Source: an optimization exercise on an open RTL-to-GDS flow (aim: small area, a short achievable clock period and few clock cycles per item). Production flows keep margins and buffers that such runs may drop.
RTL that was checked went through simulation tests only; none was proved equivalent to the original.
Power figures rest on the tool's default switching activity, not on a simulated workload.

==> flow/design.v <==
`timescale 1ns/10ps
module ELA(clk, rst, in_data, data_rd, req, wen, addr, data_wr, done);
	input				clk;
	input				rst;
	input		[7:0]	in_data;
	input		[7:0]	data_rd;
	output reg			req;
	output reg			wen;
	output reg	[9:0]	addr;
	output reg	[7:0]	data_wr;
	output reg			done;
reg				s_start;	 
reg				s_arr;		 
reg				s_wo;		 
reg				s_rt;		 
reg				s_rb;		 
reg				s_w;		 
reg				s_fin;		 
reg		[3:0]	r;			 
reg				head;		 
reg				sel_t2;		 
reg				sel_b1;		 
reg				arr_end;	 
reg				tail;		 
reg				edge_px;	 
reg		[7:0]	t0, t1, t2, b0, b1;
reg		[7:0]	dreg, sreg;	 
reg		[7:0]	best;		 
reg				cur_r;		 
wire	[4:0]	col = addr[4:0];
wire	[3:0]	rm1 = r - 4'd1;
always @(posedge clk or posedge rst) begin
	if (rst) begin
		s_start <= 1'b1;
		s_arr <= 1'b0;
		s_wo <= 1'b0;
		s_rt <= 1'b0;
		s_rb <= 1'b0;
		s_w <= 1'b0;
		s_fin <= 1'b0;
	end else begin
		s_start <= 1'b0;
		s_arr <= s_start || (s_arr && !(arr_end && r != 4'd0)) || (tail && r != 4'd15);
		s_wo <= arr_end && r != 4'd0;
		s_rt <= s_wo || (s_w && !tail);
		s_rb <= s_rt;
		s_w <= s_rb;
		s_fin <= s_fin || (tail && r == 4'd15);
	end
end
always @(posedge clk) begin
	arr_end <= s_arr && !req && (col == 5'd29);
	tail <= s_rb && !head && (col == 5'd0);
	edge_px <= (s_w && col == 5'd31) || (s_rt && edge_px);
	sel_t2 <= s_wo || (s_w && !tail);
	sel_b1 <= s_rb;
	done <= s_fin;
	req <= s_start || (arr_end && r == 4'd0) || (tail && r != 4'd15);
	if (s_start)
		r <= 4'd0;
	else if ((arr_end && r == 4'd0) || tail)
		r <= r + 4'd1;
	if (s_wo)
		head <= 1'b1;
	else if (s_rb && col == 5'd1)
		head <= 1'b0;
	wen <= s_arr || (s_rb && !head) || tail;
end
reg		[4:0]	col_inc;
always @(*) begin
	if (s_rt)
		col_inc = 5'd0;
	else if (s_rb)
		col_inc = 5'd30;
	else if (s_w && !tail)
		col_inc = 5'd3;
	else
		col_inc = 5'd1;
end
always @(posedge clk) begin
	addr[4:0] <= (s_arr && req) ? 5'd0 : col + col_inc;
	addr[5] <= s_rb || tail;
	addr[9:6] <= (s_arr || s_rt) ? r : rm1;
end
always @(posedge clk) begin
	if (s_rb) begin
		t0 <= data_rd;
		t1 <= t0;
		t2 <= t1;
	end
	if (s_w) begin
		b0 <= data_rd;
		b1 <= b0;
	end
end
wire	[7:0]	opa = sel_t2 ? t2 : t0;
wire	[7:0]	opb = sel_b1 ? b1 : b0;
reg		[7:0]	dg, dp, dG, dP;
reg		[7:0]	sg, sp, sG, sP;
reg		[7:0]	absd, avg;
integer			i, k;
always @(*) begin
	dg = opa & ~opb;
	dp = opa ^ ~opb;
	sg = opa & opb;
	sp = opa ^ opb;
	dG = dg;
	dP = dp;
	sG = sg;
	sP = sp;
	for (k = 1; k < 8; k = k * 2) begin
		for (i = 7; i >= k; i = i - 1) begin
			dG[i] = dG[i] | (dP[i] & dG[i-k]);
			dP[i] = dP[i] & dP[i-k];
			sG[i] = sG[i] | (sP[i] & sG[i-k]);
			sP[i] = sP[i] & sP[i-k];
		end
	end
	absd[0] = dp[0] ^ 1'b1;
	for (i = 1; i < 8; i = i + 1)
		absd[i] = dp[i] ^ (dG[i-1] | dP[i-1]);
	if (!(dG[7] | dP[7])) begin
		absd[0] = ~dp[0];
		for (i = 1; i < 8; i = i + 1)
			absd[i] = ~(dp[i] ^ dG[i-1]);
	end
	for (i = 1; i < 8; i = i + 1)
		avg[i-1] = sp[i] ^ sG[i-1];
	avg[7] = sG[7];
end
always @(posedge clk) begin
	dreg <= absd;
	sreg <= avg;
end
wire			cin = s_rb && cur_r;
reg		[7:0]	cG, cP;
always @(*) begin
	cG = best & ~dreg;
	cP = best ^ ~dreg;
	for (k = 1; k < 8; k = k * 2)
		for (i = 7; i >= k; i = i - 1) begin
			cG[i] = cG[i] | (cP[i] & cG[i-k]);
			cP[i] = cP[i] & cP[i-k];
		end
end
wire			win = cG[7] | (cP[7] & cin);
always @(posedge clk) begin
	if (s_w || (s_rt && !edge_px && win)) begin
		best <= dreg;
		cur_r <= s_rt;
	end
	if (s_arr)
		data_wr <= in_data;
	else if (s_w || ((s_rt || s_rb) && !edge_px && win))
		data_wr <= sreg;
end
endmodule
Settings: LEC_CHECK=0, CAP_MARGIN=20, CORE_MARGIN=2, CORE_UTILIZATION=70, SETUP_SLACK_MARGIN=3.8, SLEW_MARGIN=20, TNS_END_PERCENT=5; clock period 5.5 ns.
standard.sh (not shown) runs the stock make flow with config.mk's settings and CLKGATE_MAP_FILE= SYNTH_SCRIPT=/design/flow/synth_recipe.tcl, a recipe that flattens the netlist after the stock synthesis.
==> flow/flow/run.sh <==
#!/bin/bash
# Standard layout, with the port buffers made from buf_2 cells instead of
# the delay buffers buffer_ports picks by default.
set -euo pipefail
export BUFFER_PORTS_ARGS="-buffer_cell sky130_fd_sc_hd__buf_2"
bash standard.sh > standard.log 2>&1
Then changed:
Settings changed: SETUP_SLACK_MARGIN 3.8 to 3.4.
Result: Via count goes down by 7.8%; area after synthesis stays the same; worst hold slack gets worse by 36 ps; die area does not change; power goes up by 2.4%; sequential share of layout area goes up by 1.4 points; wire length goes down by 11%.
Then changed:
==> flow/flow/run.sh (replaced) <==
#!/bin/bash
# Standard layout with these changes: synthesis leaves adders to abc as plain
# gates (no full/half adder cells), the port buffers are buf_2 cells instead
# of the delay buffers buffer_ports picks by default.
set -euo pipefail
export BUFFER_PORTS_ARGS="-buffer_cell sky130_fd_sc_hd__buf_2"

bash standard.sh ADDER_MAP_FILE= finish > standard.log 2>&1
=> The changed run ran to the end with no violations; global-route usage rose by 4.1 points; routed wire length rose by about 17%; via count rose by about 11%; register-to-register slack loses 170 ps; utilization rose by 1.9 points.
Function was not checked in any run of this note: the RTL went through the layout flow alone.


ELA, a different RTL version from the one above (not shown whole).
Size: roughly 100 flip-flops, roughly 39 I/O pins, roughly 0.0045 mm² of cells after synthesis.
Settings: LEC_CHECK=0, CAP_MARGIN=20, CORE_MARGIN=2, CORE_UTILIZATION=70, SETUP_SLACK_MARGIN=3.0, SLEW_MARGIN=20, TNS_END_PERCENT=5; clock period 5.5 ns.
run.sh (not shown) runs the stock make flow with config.mk's settings and CLKGATE_MAP_FILE= SYNTH_SCRIPT=/design/flow/synth_recipe.tcl, a recipe that flattens the netlist after the stock synthesis.
Stock flow here: none of the scripts above is used.
The first run completed with no timing, DRC or antenna violations.
Testbench counts at the start, summed over its fixed seeds: cycles 64,448, images 32.
Change:
==> flow/flow/run.sh (new file) <==
#!/bin/bash
# Standard layout, with the port buffers made from buf_2 cells instead of
# the delay buffers buffer_ports picks by default.
set -euo pipefail
export BUFFER_PORTS_ARGS="-buffer_cell sky130_fd_sc_hd__buf_2"
bash standard.sh > standard.log 2>&1
==> flow/standard.sh (new file) <==
#!/bin/bash
# synth_recipe.tcl (not shown) runs the flow's synth.tcl, then flattens the netlist and writes it again
# the make line also repeats each setting of config.mk as NAME=value (left out here)
make -C /OpenROAD-flow-scripts/flow DESIGN_CONFIG=/design/flow/config.mk WORK_HOME=/design/flow/orfs CLKGATE_MAP_FILE= SYNTH_SCRIPT=/design/flow/synth_recipe.tcl "${@:-finish}"
SETUP_SLACK_MARGIN = 3.4   (was 3.0)
removed: flow/run.sh
Core utilization shrinks by 2.5 points.
Global-route usage goes down by 1.7 points.
Design area drops by 2.9%.
Via count fell by 1.9%.
Sequential share of layout area goes up by 1.5 points.
Die area does not change.
Change:
SETUP_SLACK_MARGIN = 3.0   (was 3.4)
After rerunning: The new run went through all stages and came out clean; flip-flop and latch count does not change; core utilization increases by 0.24 points; critical path depth decreases by 1; global-route usage increases by 1.0 points; total power decreases by 2.8%.


Another version of the RTL of ELA (not shown whole).
Size: roughly 110 flip-flops, ~39 I/O pins.
// ELA
module ELA(clk, rst, in_data, data_rd, req, wen, addr, data_wr, done);
Settings: LEC_CHECK=0, CAP_MARGIN=20, CORE_MARGIN=2, CORE_UTILIZATION=70, SETUP_SLACK_MARGIN=3.2, SLEW_MARGIN=20, TNS_END_PERCENT=20; clock period 5.5 ns.
standard.sh (not shown) runs the stock make flow with config.mk's settings and CLKGATE_MAP_FILE= SYNTH_SCRIPT=/design/flow/synth_recipe.tcl, a recipe that flattens the netlist after the stock synthesis.
==> flow/flow/run.sh <==
#!/bin/bash
# Standard layout, with the port buffers made from buf_2 cells instead of
# the delay buffers buffer_ports picks by default.
set -euo pipefail
export BUFFER_PORTS_ARGS="-buffer_cell sky130_fd_sc_hd__buf_2"
bash standard.sh > standard.log 2>&1
The starting point finished with timing, DRC and antenna clean.
Rerun with:
Settings changed: CORE_UTILIZATION 70 to 85, SETUP_SLACK_MARGIN 3.2 to 3.4, TNS_END_PERCENT 20 to 5.
Outcome:
- This time the run never finished: it broke off in 4_1_cts
- synthesized area is unchanged
- synthesized cell count does not change
Rerun with:
==> flow/flow/run.sh (replaced) <==
#!/bin/bash
# Standard layout with two changes: the port buffers are buf_2 cells instead
# of the delay buffers buffer_ports picks by default, and clock tree
# synthesis runs with the arguments below (no dummy loads).
set -euo pipefail
export BUFFER_PORTS_ARGS="-buffer_cell sky130_fd_sc_hd__buf_2"
export CTS_ARGS="-sink_clustering_enable -repair_clock_nets -dont_use_dummy_load"
bash standard.sh > standard.log 2>&1
Settings changed: CORE_UTILIZATION 85 to 70.
Effect: The changed run produced a clean layout; synthesized area is unchanged; synthesized cell count does not change.
Rerun with:
==> flow/flow/run.sh (replaced) <==
#!/bin/bash
# Standard layout, with the port buffers made from buf_2 cells instead of
# the delay buffers buffer_ports picks by default.
set -euo pipefail
export BUFFER_PORTS_ARGS="-buffer_cell sky130_fd_sc_hd__buf_2"
bash standard.sh > standard.log 2>&1
=> Via count came out higher by a few percent; clock skew came out lower by 0.013 ns; final area came out higher slightly; routed wire length came out higher by a few percent; hold slack gets better by 0.0034 ns; global-route usage came out higher by 0.60 points; core utilization came out higher by 1.2 points; die area stays the same; register-to-register slack stays flat; sequential power hardly moves; worst setup slack hardly moves.
No functional check of the RTL was part of any run of this note.


== job 6546 ==
Another version of the RTL of ELA (not shown whole).
For scale: about 110 flip-flops, roughly 39 I/O pins, about 4600 um^2 of cells after synthesis.
// ELA
module ELA(clk, rst, in_data, data_rd, req, wen, addr, data_wr, done);
	input				clk;
	input				rst;
	input		[7:0]	in_data;
	input		[7:0]	data_rd;
	output reg			req;
	output reg			wen;
	output reg	[9:0]	addr;
	output reg	[7:0]	data_wr;
	output reg			done;
reg				s_start;	 
reg				s_arr;		 
reg				s_rt;		 
reg				s_rb;		 
reg				s_w;		 
reg				s_fin;		 
reg		[3:0]	r;			 
reg				head;		 
reg				h0;			 
reg				c_rt;		 
reg				c_rb;
reg				c_w;
reg				go_int;		 
reg				row0_end;	 
reg				tail;		 
reg				edge_px;	 
reg		[7:0]	opa, opb, u0, u1, v0;
reg		[7:0]	dreg, sreg;	 
reg		[7:0]	best;		 
reg				cur_r;		 
wire	[4:0]	col = addr[4:0];
wire	[3:0]	rm1 = r - 4'd1;
always @(posedge clk or posedge rst) begin
	if (rst) begin
		s_start <= 1'b1;
		s_arr <= 1'b0;
		s_rt <= 1'b0;
		s_rb <= 1'b0;
		s_w <= 1'b0;
		s_fin <= 1'b0;
	end else begin
		s_start <= 1'b0;
		s_arr <= s_start || (s_arr && !go_int) || (tail && r != 4'd15);
		s_rt <= go_int || (s_w && !tail);
		s_rb <= s_rt;
		s_w <= s_rb;
		s_fin <= s_fin || (tail && r == 4'd15);
	end
end
always @(posedge clk) begin
	go_int <= s_arr && !req && (col == 5'd29) && (r != 4'd0);
	row0_end <= s_arr && !req && (col == 5'd29) && (r == 4'd0);
	tail <= s_rb && !head && (col == 5'd0);
	edge_px <= (s_w && col == 5'd31) || (s_rt && edge_px);
	c_rt <= go_int || (s_w && !tail);
	c_rb <= s_rt;
	c_w <= s_rb;
	done <= s_fin;
	req <= s_start || (row0_end) || (tail && r != 4'd15);
	if (s_start)
		r <= 4'd0;
	else if ((row0_end) || tail)
		r <= r + 4'd1;
	if (go_int)
		h0 <= 1'b1;
	else if (s_rb)
		h0 <= 1'b0;
	if (go_int)
		head <= 1'b1;
	else if (s_rb && col == 5'd1)
		head <= 1'b0;
	wen <= (s_arr && !go_int) || (s_rb && (!head || h0)) || tail;
end
reg		[4:0]	col_inc;
always @(*) begin
	if (s_rt)
  ...
==> flow/config.mk <==
export PLATFORM = sky130hd
export DESIGN_NAME = ELA
export DESIGN_NICKNAME = ELA
export VERILOG_FILES = /design/flow/design.v
export SDC_FILE = /design/flow/constraint.sdc
export NUM_CORES = 4
export LEC_CHECK = 0
export CAP_MARGIN = 20
export CORE_MARGIN = 2
export CORE_UTILIZATION = 70
export SETUP_SLACK_MARGIN = 3.3
export SLEW_MARGIN = 20
export TNS_END_PERCENT = 5
==> flow/constraint.sdc <==
create_clock -name core_clock -period 5.5 [get_ports {clk}]
set_input_delay 1.1000 -clock core_clock [delete_from_list [all_inputs] [get_ports {clk}]]
set_output_delay 1.1000 -clock core_clock [all_outputs]
set_load 0.01 [all_outputs]
==> flow/flow/run.sh <==
#!/bin/bash
# Standard layout with two changes: the port buffers are buf_2 cells instead
# of the delay buffers buffer_ports picks by default, and clock tree
# synthesis runs with the arguments below (no dummy loads).
set -euo pipefail
export BUFFER_PORTS_ARGS="-buffer_cell sky130_fd_sc_hd__buf_2"
export CTS_ARGS="-sink_clustering_enable -repair_clock_nets -dont_use_dummy_load"
bash standard.sh > standard.log 2>&1
Testbench counts of job 6546, summed over its fixed seeds: cycles 63,968, images 32.
Inputs modified between job 6546 and job 6436:
- a change of SETUP_SLACK_MARGIN from 3.3 to 3.6
- an added ABC_AREA of 1
==> comparison <==
- Relative to job 6546, setup slack has increased by 0.21 ns in job 6436.
- Share of the clock period used by the worst path, job 6436 and job 6546, higher one = job 6546.
- Comparing job 6436 and job 6546, combined area of the multi-input logic cells is lower on job 6546.
> inputs changed (job 6436 -> job 238)
- removing ABC_AREA (formerly 1)
- changing SETUP_SLACK_MARGIN from 3.6 to 3.4
- The die area in job 238 was lower than what job 6436 gave.
- Job 238 vs job 6436 on final cell count: job 238 is the lower one.
- Against job 6436, job 238 comes in 1.1% lower on y dimension of the die.
- Between job 6436 and job 238, the final period demand of the worst path is lower for job 6436.
- Per the comparison of job 238 with job 6436, highest clock rate now smaller, core utilization has decreased, final routed wirelength across all metal layers shrank by 6.4%.
- Job 238 vs. job 6436: area growth from synthesis to final layout went up by 0.78 points.
- In the tables for job 6436 and job 238, total placed cells including tap cells reads higher with job 6436.
--- input diff job 238..job 9092 ---
- putting ABC_AREA at 1 where nothing was set
- swapping 3.4 for 3.8 in SETUP_SLACK_MARGIN
Of job 238 and job 9092, job 238 shows the higher critical path data arrival time, with job 9092 below it. Job 9092 vs. job 238: proportion of power drawn by combinational gates went up by 27 points. Result: PASS for each of job 238 and job 9092. Job 238 has higher share of cell area taken by muxes after synthesis than job 9092. Cells: job 9092 has more instances than job 238. Run comparison: job 238 largest family of logic cells by synthesized area compound AO/OA/AOI/OAI gates; job 9092 largest family of logic cells by synthesized area simple AND/OR/NAND/NOR gates. Side by side, clock power turned out higher in job 9092 than in job 238. Signed area change from the synthesized netlist to the final layout delta (job 9092 -> job 238): insignificant. Delta (job 9092 minus job 238): first-pass GRT wire length increased 1.8 mm, sequential share of layout area -1.0 points. Diff job 238 -> job 9092: hold slack fell by 0.020 ns; routed wire length rose by about 15%.
Relative to job 9092, the following input files were edited for job 5052:
- ABC_AREA no longer set, was 1
- SETUP_SLACK_MARGIN now 3.5, was 3.8
All of job 9092 and job 5052 finish clean.
Taking job 9092 as the reference, in job 5052 number of buffers inserted for hold repair after clock tree synthesis closely matched the old numbers; least setup slack across all paths after layout shows a reduction of 0.15 ns.
When the final numbers for job 9092 and job 5052 were put side by side, the switching portion of total power turned out to be smaller in job 5052.
Combinational family with the most area after synthesis: compound AO/OA/AOI/OAI gates -> job 5052, simple AND/OR/NAND/NOR gates -> job 9092
met3 global-route usage for job 5052: 0.34 points down relative to job 9092
Input changes introduced in job 9699 (baseline for comparison: job 5052):
- SETUP_SLACK_MARGIN changed from 3.5 to 3.4
==> flow/flow/run.sh <==
#!/bin/bash
# Standard layout with two changes: the port buffers are buf_1 cells instead
# of the delay buffers buffer_ports picks by default, and clock tree
# synthesis runs with the arguments below (no dummy loads).
set -euo pipefail
export BUFFER_PORTS_ARGS="-buffer_cell sky130_fd_sc_hd__buf_1"
export CTS_ARGS="-sink_clustering_enable -repair_clock_nets -dont_use_dummy_load"
bash standard.sh > standard.log 2>&1
Results
On register cell area after layout, job 9699 tracks job 5052 almost exactly.
Minimum clock period, job 5052 and job 9699: lower on job 5052
Core util | job 9699 vs job 5052 | job 9699 lower

[what the ideal ports hide]
Ports are ideal in the flow. The routed layouts listed here were re-timed in OpenROAD. Step 1 assumes that a clkbuf_16 drives the clock port and a buf_2 every other input. Step 2, shift: input delay + t, output delay - t, t = (earliest + latest rising clock arrival at the registers) / 2. This alone moves slack from input paths to output paths. Slacks: no drivers / after step 1 / after step 2; pairs: no drivers / after step 1.
| run | shift t [ns] | slack for setup (ns) | hold slack, ns |
|---|---|---|---|
| the first run of note 1 | 0.393 | 3.206 / 3.206 / 3.206 | 0.418 / 0.418 / 0.418 |
| the second run of note 1 | 0.389 | 3.216 / 3.216 / 3.216 | 0.382 / 0.382 / 0.382 |
| the third run of note 1 | 0.389 | 3.043 / 3.043 / 3.043 | 0.416 / 0.416 / 0.416 |
| the first run of note 2 | 0.389 | 2.975 / 2.975 / 2.975 | 0.388 / 0.388 / 0.388 |
| the second run of note 2 | 0.368 | 3.115 / 3.115 / 3.115 | 0.378 / 0.378 / 0.378 |
| the third run of note 2 | 0.383 | 3.038 / 3.038 / 3.038 | 0.395 / 0.395 / 0.395 |
| the first run of note 3 | 0.390 | 3.095 / 3.095 / 3.095 | 0.402 / 0.402 / 0.402 |
| the third run of note 3 | 0.384 | 3.078 / 3.078 / 3.078 | 0.397 / 0.397 / 0.397 |
| the fourth run of note 3 | 0.392 | 3.077 / 3.077 / 3.077 | 0.400 / 0.400 / 0.400 |
| job 6546 | 0.376 | 3.310 / 3.310 / 3.310 | 0.397 / 0.397 / 0.397 |
| job 6436 | 0.379 | 3.517 / 3.487 / 3.518 | 0.396 / 0.396 / 0.396 |
| job 238 | 0.370 | 3.371 / 3.347 / 3.371 | 0.404 / 0.404 / 0.404 |
| job 9092 | 0.382 | 3.515 / 3.485 / 3.546 | 0.384 / 0.384 / 0.384 |
| job 5052 | 0.361 | 3.366 / 3.366 / 3.366 | 0.416 / 0.416 / 0.416 |
| job 9699 | 0.372 | 3.308 / 3.308 / 3.308 | 0.394 / 0.394 / 0.394 |
After both steps every run listed still meets setup and hold.
